From an optimization exercise on the open Yosys and OpenROAD flow, aimed at small area, a short achievable clock period and few clock cycles per item; shortcuts taken in it are not production practice.

==> flow/design.v <==
`timescale 1ns / 1ps
module convert_to_10 (
    input wire clk,
    input wire rst,
    input wire start,
    input wire [399:0] binary,
    output reg [3:0] decimal,
    output reg valid,
    output reg done
);
    localparam integer W  = 16;                
    localparam integer NB = (392 + W - 1) / W;  
    localparam integer WT = 392 - (NB - 1) * W;  
    reg  [391:0] v;                  
    reg  [2*NB-1:0] p;               
    reg  [3:0] jreg, jreg2;          
    reg        ereg, ereg2;          
    reg        run;
    reg  [7:0] cnt;
    wire [395:0] a = {1'b0, v, 3'b000};
    wire [395:0] b = {3'b000, v, 1'b0};
    wire [391:0] v_nx;
    wire [2*NB-1:0] p_nx;
    wire [3:0]   j_nx;
    genvar gi, gj, gk;
    generate
        for (gi = 0; gi < NB; gi = gi + 1) begin : blk
            localparam integer LO = gi * W;
            localparam integer N  = (gi < NB - 1) ? W : WT + 4;    
            wire [1:0]   pp = (gi == 0) ? 2'b00 : p[2*gi +: 2];
            wire [N-1:0] ab = a[LO +: N];
            wire [N-1:0] bb = b[LO +: N];
            wire [N-1:0] qb = {{(N-5){1'b0}}, pp[1], pp[0], pp[1], pp[0], 1'b0};
            wire [N:0]   x  = {1'b0, ab ^ bb ^ qb};
            wire [N:0]   y  = {(ab & bb) | (ab & qb) | (bb & qb), 1'b0};
            wire [N:0]   G [0:5];
            wire [N:0]   P [0:5];
            assign G[0] = x & y;
            assign P[0] = x ^ y;
            for (gj = 0; gj < 5; gj = gj + 1) begin : lv
                for (gk = 0; gk <= N; gk = gk + 1) begin : el
                    if ((gk >> gj) & 1) begin : c
                        localparam integer J = ((gk >> gj) << gj) - 1;
                        assign G[gj+1][gk] = G[gj][gk] | (P[gj][gk] & G[gj][J]);
                        assign P[gj+1][gk] = P[gj][gk] & P[gj][J];
                    end else begin : n
                        assign G[gj+1][gk] = G[gj][gk];
                        assign P[gj+1][gk] = P[gj][gk];
                    end
                end
            end
            wire [N+1:0] s = {G[5][N], P[0] ^ {G[5][N-1:0], 1'b0}};
            if (gi < NB - 1) begin : mid
                assign v_nx[LO +: W] = s[W-1:0];
                assign p_nx[2*(gi+1) +: 2] = s[W+1:W];
            end else begin : top
                assign v_nx[391:LO] = s[WT-1:0];
                assign j_nx = s[WT+3:WT];
            end
        end
    endgenerate
    assign p_nx[1:0] = 2'b00;
    wire [NB-1:0] g0, pr0;
    generate
        for (gi = 0; gi < NB; gi = gi + 1) begin : gp
            localparam integer LO = gi * W;
            localparam integer HI = (gi < NB - 1) ? LO + W - 1 : 391;
            wire hi1 = &v[HI:LO+2];
            wire v1 = v[LO + 1];
            wire v0 = v[LO];
            wire p1 = (gi == 0) ? 1'b0 : p[2*gi + 1];
            wire p0 = (gi == 0) ? 1'b0 : p[2*gi];
            assign g0[gi]  = hi1 & v1 & (p1 | (p0 & v0));
            assign pr0[gi] = hi1 & ((~p1 & ~p0 & v1 & v0) | (p0 & v1 & ~v0) | (p1 & ~v1 & v0));
        end
    endgenerate
    localparam integer LV = (NB > 32) ? 6 : (NB > 16) ? 5 : (NB > 8) ? 4 : 3;   
    wire [NB-1:0] gl [0:LV];
    wire [NB-1:0] pl [0:LV];
    assign gl[0] = g0;
    assign pl[0] = pr0;
    genvar gl_i, gl_l;
    generate
        for (gl_l = 0; gl_l < LV; gl_l = gl_l + 1) begin : lv
            for (gl_i = 0; gl_i < NB; gl_i = gl_i + 1) begin : el
                if ((gl_i % (2 << gl_l)) == 0 && gl_i + (1 << gl_l) < NB) begin : cmb
                    assign gl[gl_l+1][gl_i] = gl[gl_l][gl_i + (1 << gl_l)] |
                                              (pl[gl_l][gl_i + (1 << gl_l)] & gl[gl_l][gl_i]);
                    assign pl[gl_l+1][gl_i] = pl[gl_l][gl_i + (1 << gl_l)] & pl[gl_l][gl_i];
                end else begin : pass
                    assign gl[gl_l+1][gl_i] = gl[gl_l][gl_i];
                    assign pl[gl_l+1][gl_i] = pl[gl_l][gl_i];
                end
            end
        end
    endgenerate
    wire e = gl[LV][0];
    wire [3:0] digit = jreg2 + {3'b000, ereg} + {1'b0, ereg2, ereg2, 1'b0};
    always @(posedge clk) begin
        if (run) begin
            v <= v_nx;
            p <= p_nx;
        end else begin
            v <= binary[391:0];
            p <= 0;
        end
        jreg  <= j_nx;
        jreg2 <= jreg;
        ereg  <= e;
        ereg2 <= ereg;
        decimal <= run ? digit : binary[395:392];
    end
    always @(posedge clk) begin
        if (rst) begin
            run   <= 1'b0;
            cnt   <= 8'd0;
            valid <= 1'b0;
            done  <= 1'b0;
        end else begin
            valid <= start | (run & (cnt >= 8'd3));
            done  <= run & (cnt == 8'd151);
            if (run) begin
                cnt <= cnt + 8'd1;
                if (cnt == 8'd151) run <= 1'b0;
            end else if (start) begin
                run <= 1'b1;
                cnt <= 8'd1;
            end
        end
    end
endmodule
Settings: LEC_CHECK=0, CAP_MARGIN=20, CORE_MARGIN=2, CORE_UTILIZATION=55, CTS_BUF_LIST=sky130_fd_sc_hd__clkbuf_4 sky130_fd_sc_hd__clkbuf_8, PLACE_DENSITY=0.7, SLEW_MARGIN=20; clock period 10.0 ns.
standard.sh (not shown) runs the stock make flow with config.mk's settings and CLKGATE_MAP_FILE= SYNTH_SCRIPT=/design/flow/synth_recipe.tcl, a recipe that flattens the netlist after the stock synthesis.
==> flow/flow/run.sh <==
#!/bin/bash
# Standard layout, repair_timing aiming at 6.8 ns of setup slack, with the port buffers made of the smallest buffer cell.
set -euo pipefail
export BUFFER_PORTS_ARGS="-buffer_cell sky130_fd_sc_hd__buf_1"
export SETUP_SLACK_MARGIN=6.8
bash standard.sh > standard_flow.log 2>&1
Change:
==> flow/flow/run.sh (replaced) <==
#!/bin/bash
# Standard layout, repair_timing aiming at 6.5 ns of setup slack, with the port buffers made of the smallest buffer cell.
set -euo pipefail
export BUFFER_PORTS_ARGS="-buffer_cell sky130_fd_sc_hd__buf_1"
export SETUP_SLACK_MARGIN=6.5
bash standard.sh > standard_flow.log 2>&1
Outcome: The changed run finished with timing, DRC and antenna clean; worst setup slack loses 220 ps; register-to-register slack gets worse by 220 ps; non-clock buffer count came out lower by 48; final cell count shrinks by 0.86%.
No run of this note included a check of the RTL's function; only the layout flow was run.


Starts from the design.v that is shown in full above.
Settings: LEC_CHECK=0, CAP_MARGIN=20, CORE_MARGIN=2, CORE_UTILIZATION=40, SLEW_MARGIN=20; clock period 10.0 ns.
==> flow/flow/run.sh <==
#!/bin/bash
# Standard layout, repair_timing aiming at 7.5 ns of setup slack, with the port buffers made of the smallest buffer cell.
set -euo pipefail
export BUFFER_PORTS_ARGS="-buffer_cell sky130_fd_sc_hd__buf_1"
export SETUP_SLACK_MARGIN=7.5
bash standard.sh > standard_flow.log 2>&1
Change:
==> flow/flow/run.sh (replaced) <==
#!/bin/bash
# Standard layout, repair_timing aiming at 7.0 ns of setup slack, with the port buffers made of the smallest buffer cell.
set -euo pipefail
export BUFFER_PORTS_ARGS="-buffer_cell sky130_fd_sc_hd__buf_1"
export SETUP_SLACK_MARGIN=7.0
bash standard.sh > standard_flow.log 2>&1
- CORE_UTILIZATION: 40 -> 55
- CTS_BUF_LIST: default -> sky130_fd_sc_hd__clkbuf_4 sky130_fd_sc_hd__clkbuf_8
- PLACE_DENSITY: default -> 0.7
=>
- via count goes down by 2.1%
- synthesized area is unchanged
- setup slack got worse by 62 ps
- die area drops by 27%
- global-route usage came out higher by 4.9 points
- sequential share of layout area goes up by 1.8 points
- final cell count goes down by 7.3%
- routed wire length is lower by 9.8%
- design area came out lower by 9.1%
- clock-buffer cell count climbs by 62
Change:
==> flow/flow/run.sh (replaced) <==
#!/bin/bash
# Standard layout, with the port buffers made of the smallest buffer cell.
set -euo pipefail
export BUFFER_PORTS_ARGS="-buffer_cell sky130_fd_sc_hd__buf_1"
bash standard.sh > standard_flow.log 2>&1
- CORE_UTILIZATION: 55 -> 40
- CTS_BUF_LIST: sky130_fd_sc_hd__clkbuf_4 sky130_fd_sc_hd__clkbuf_8 -> default
- PLACE_DENSITY: 0.7 -> default
Worst hold slack is about the same.
Setup slack loses 350 ps.
Global-route usage falls by 6.6 points.
Die area increases by 37%.
Non-clock buffer count shrinks by 161.
Fmax shrinks by 10%.
Sequential share of layout area went up by 0.74 points.
Wire length falls by 1.7%.
Function was not checked in any run of this note: the RTL went through the layout flow alone.


v18:
convert_to_10, a different RTL version from the one above (not shown whole).
For scale: roughly 3400 cells after synthesis, ~510 flip-flops.
==> flow/config.mk <==
export PLATFORM = sky130hd
export DESIGN_NAME = convert_to_10
export DESIGN_NICKNAME = convert_to_10
export VERILOG_FILES = /design/flow/design.v
export SDC_FILE = /design/flow/constraint.sdc
export NUM_CORES = 4
export LEC_CHECK = 0
export CAP_MARGIN = 20
export CORE_MARGIN = 2
export CORE_UTILIZATION = 55
export PLACE_DENSITY = 0.7
export SLEW_MARGIN = 20
==> flow/constraint.sdc <==
create_clock -name core_clock -period 10.0 [get_ports {clk}]
set_input_delay 2.0000 -clock core_clock [delete_from_list [all_inputs] [get_ports {clk}]]
set_output_delay 2.0000 -clock core_clock [all_outputs]
set_load 0.01 [all_outputs]
==> flow/flow/run.sh <==
#!/bin/bash
# Standard layout with: repair_timing aiming at 6.8 ns of setup slack, port buffers made of
# the smallest buffer cell, and clock tree synthesis without dummy loads.
set -euo pipefail
export BUFFER_PORTS_ARGS="-buffer_cell sky130_fd_sc_hd__buf_1"
export SETUP_SLACK_MARGIN=6.8
export CTS_ARGS="-sink_clustering_enable -repair_clock_nets -dont_use_dummy_load -buf_list {sky130_fd_sc_hd__clkbuf_8 sky130_fd_sc_hd__clkbuf_16}"
bash standard.sh > standard_flow.log 2>&1
Input-level comparison between v35 and v18:
Settings: swapping 0.7 for 0.8 in PLACE_DENSITY; swapping 55 for 70 in CORE_UTILIZATION; putting ABC_AREA at 1 where nothing was set.
==> flow/flow/run.sh <==
#!/bin/bash
# Standard layout with: repair_timing aiming at 6.9 ns of setup slack, port buffers made of
# the smallest buffer cell, and clock tree synthesis without dummy loads.
set -euo pipefail
export BUFFER_PORTS_ARGS="-buffer_cell sky130_fd_sc_hd__buf_1"
export SETUP_SLACK_MARGIN=6.9
export CTS_ARGS="-sink_clustering_enable -repair_clock_nets -dont_use_dummy_load -buf_list {sky130_fd_sc_hd__clkbuf_16} -sink_clustering_size 24 -sink_clustering_max_diameter 70"
bash standard.sh > standard_flow.log 2>&1
Findings:
- Cell with the biggest individual delay on the critical path = dfxtp_2: v35; cell with the biggest individual delay on the critical path = dfxtp_1: v18
- Period utilization in v35 is 0.74 points lower than in v18
- Placement-stage worst setup slack ends up lower on v35.
- Diff v18 -> v35 | count of plain and timing-repair buffers | up slightly
- Sequential cell area share ended up 0.40 points higher on v35 than on v18.
- Growth of design area from synthesis to finish was lower in v35 than in v18.
- Looking at fraction of synthesized area in multiplexers across v18 and v35, the one that comes out higher is v18.
- Of v35 and v18, it is v35 that has the lower cell row count.
- Data required time of the worst path essentially unchanged between v35 and v18.
- The final area in v35 was lower than what v18 gave.
- v35 against v18; post-synthesis cell type count is down by more than a quarter.
Function was not checked in any run of this note: the RTL went through the layout flow alone.

static timing again, ports no longer ideal:
Ports are ideal in the flow. The routed layouts listed here were re-timed in OpenROAD. Step 1 (the two cells are an assumption about what drives the block):
set clk [get_ports {clk}]
set_driving_cell -lib_cell sky130_fd_sc_hd__clkbuf_16 $clk
set_driving_cell -lib_cell sky130_fd_sc_hd__buf_2 [delete_from_list [all_inputs] $clk]
Step 2, shift: input delay + t, output delay - t, t = (earliest + latest rising clock arrival at the registers) / 2. This alone moves slack from input paths to output paths. Three values: no drivers, after step 1, after step 2; two values: the first two.
| run | t, ns | setup WS [ns] | clock arrival spread, ns | worst slew at a driven data input, ns | pins driven straight from the clock port |
|---|---|---|---|---|---|
| the first run of note 1 | 0.738 | 6.823 / 6.823 / 6.823 | 0.032 / 0.031 | 0.12 | 1 |
| the second run of note 1 | 0.746 | 6.602 / 6.602 / 6.602 | 0.043 / 0.043 | 0.15 | 1 |
| the first run of note 2 | 0.727 | 6.897 / 6.828 / 6.923 | 0.036 / 0.036 | 0.12 | 1 |
| the second run of note 2 | 0.736 | 6.835 / 6.802 / 6.835 | 0.035 / 0.035 | 0.14 | 1 |
| the third run of note 2 | 0.708 | 6.481 / 6.481 / 6.481 | 0.027 / 0.027 | 0.17 | 1 |
| v18 | 0.672 | 6.888 / 6.828 / 6.966 | 0.031 / 0.031 | 0.13 | 1 |
| v35 | 0.635 | 6.961 / 6.899 / 7.065 | 0.042 / 0.041 | 0.11 | 1 |
After both steps every run listed still meets setup and hold.
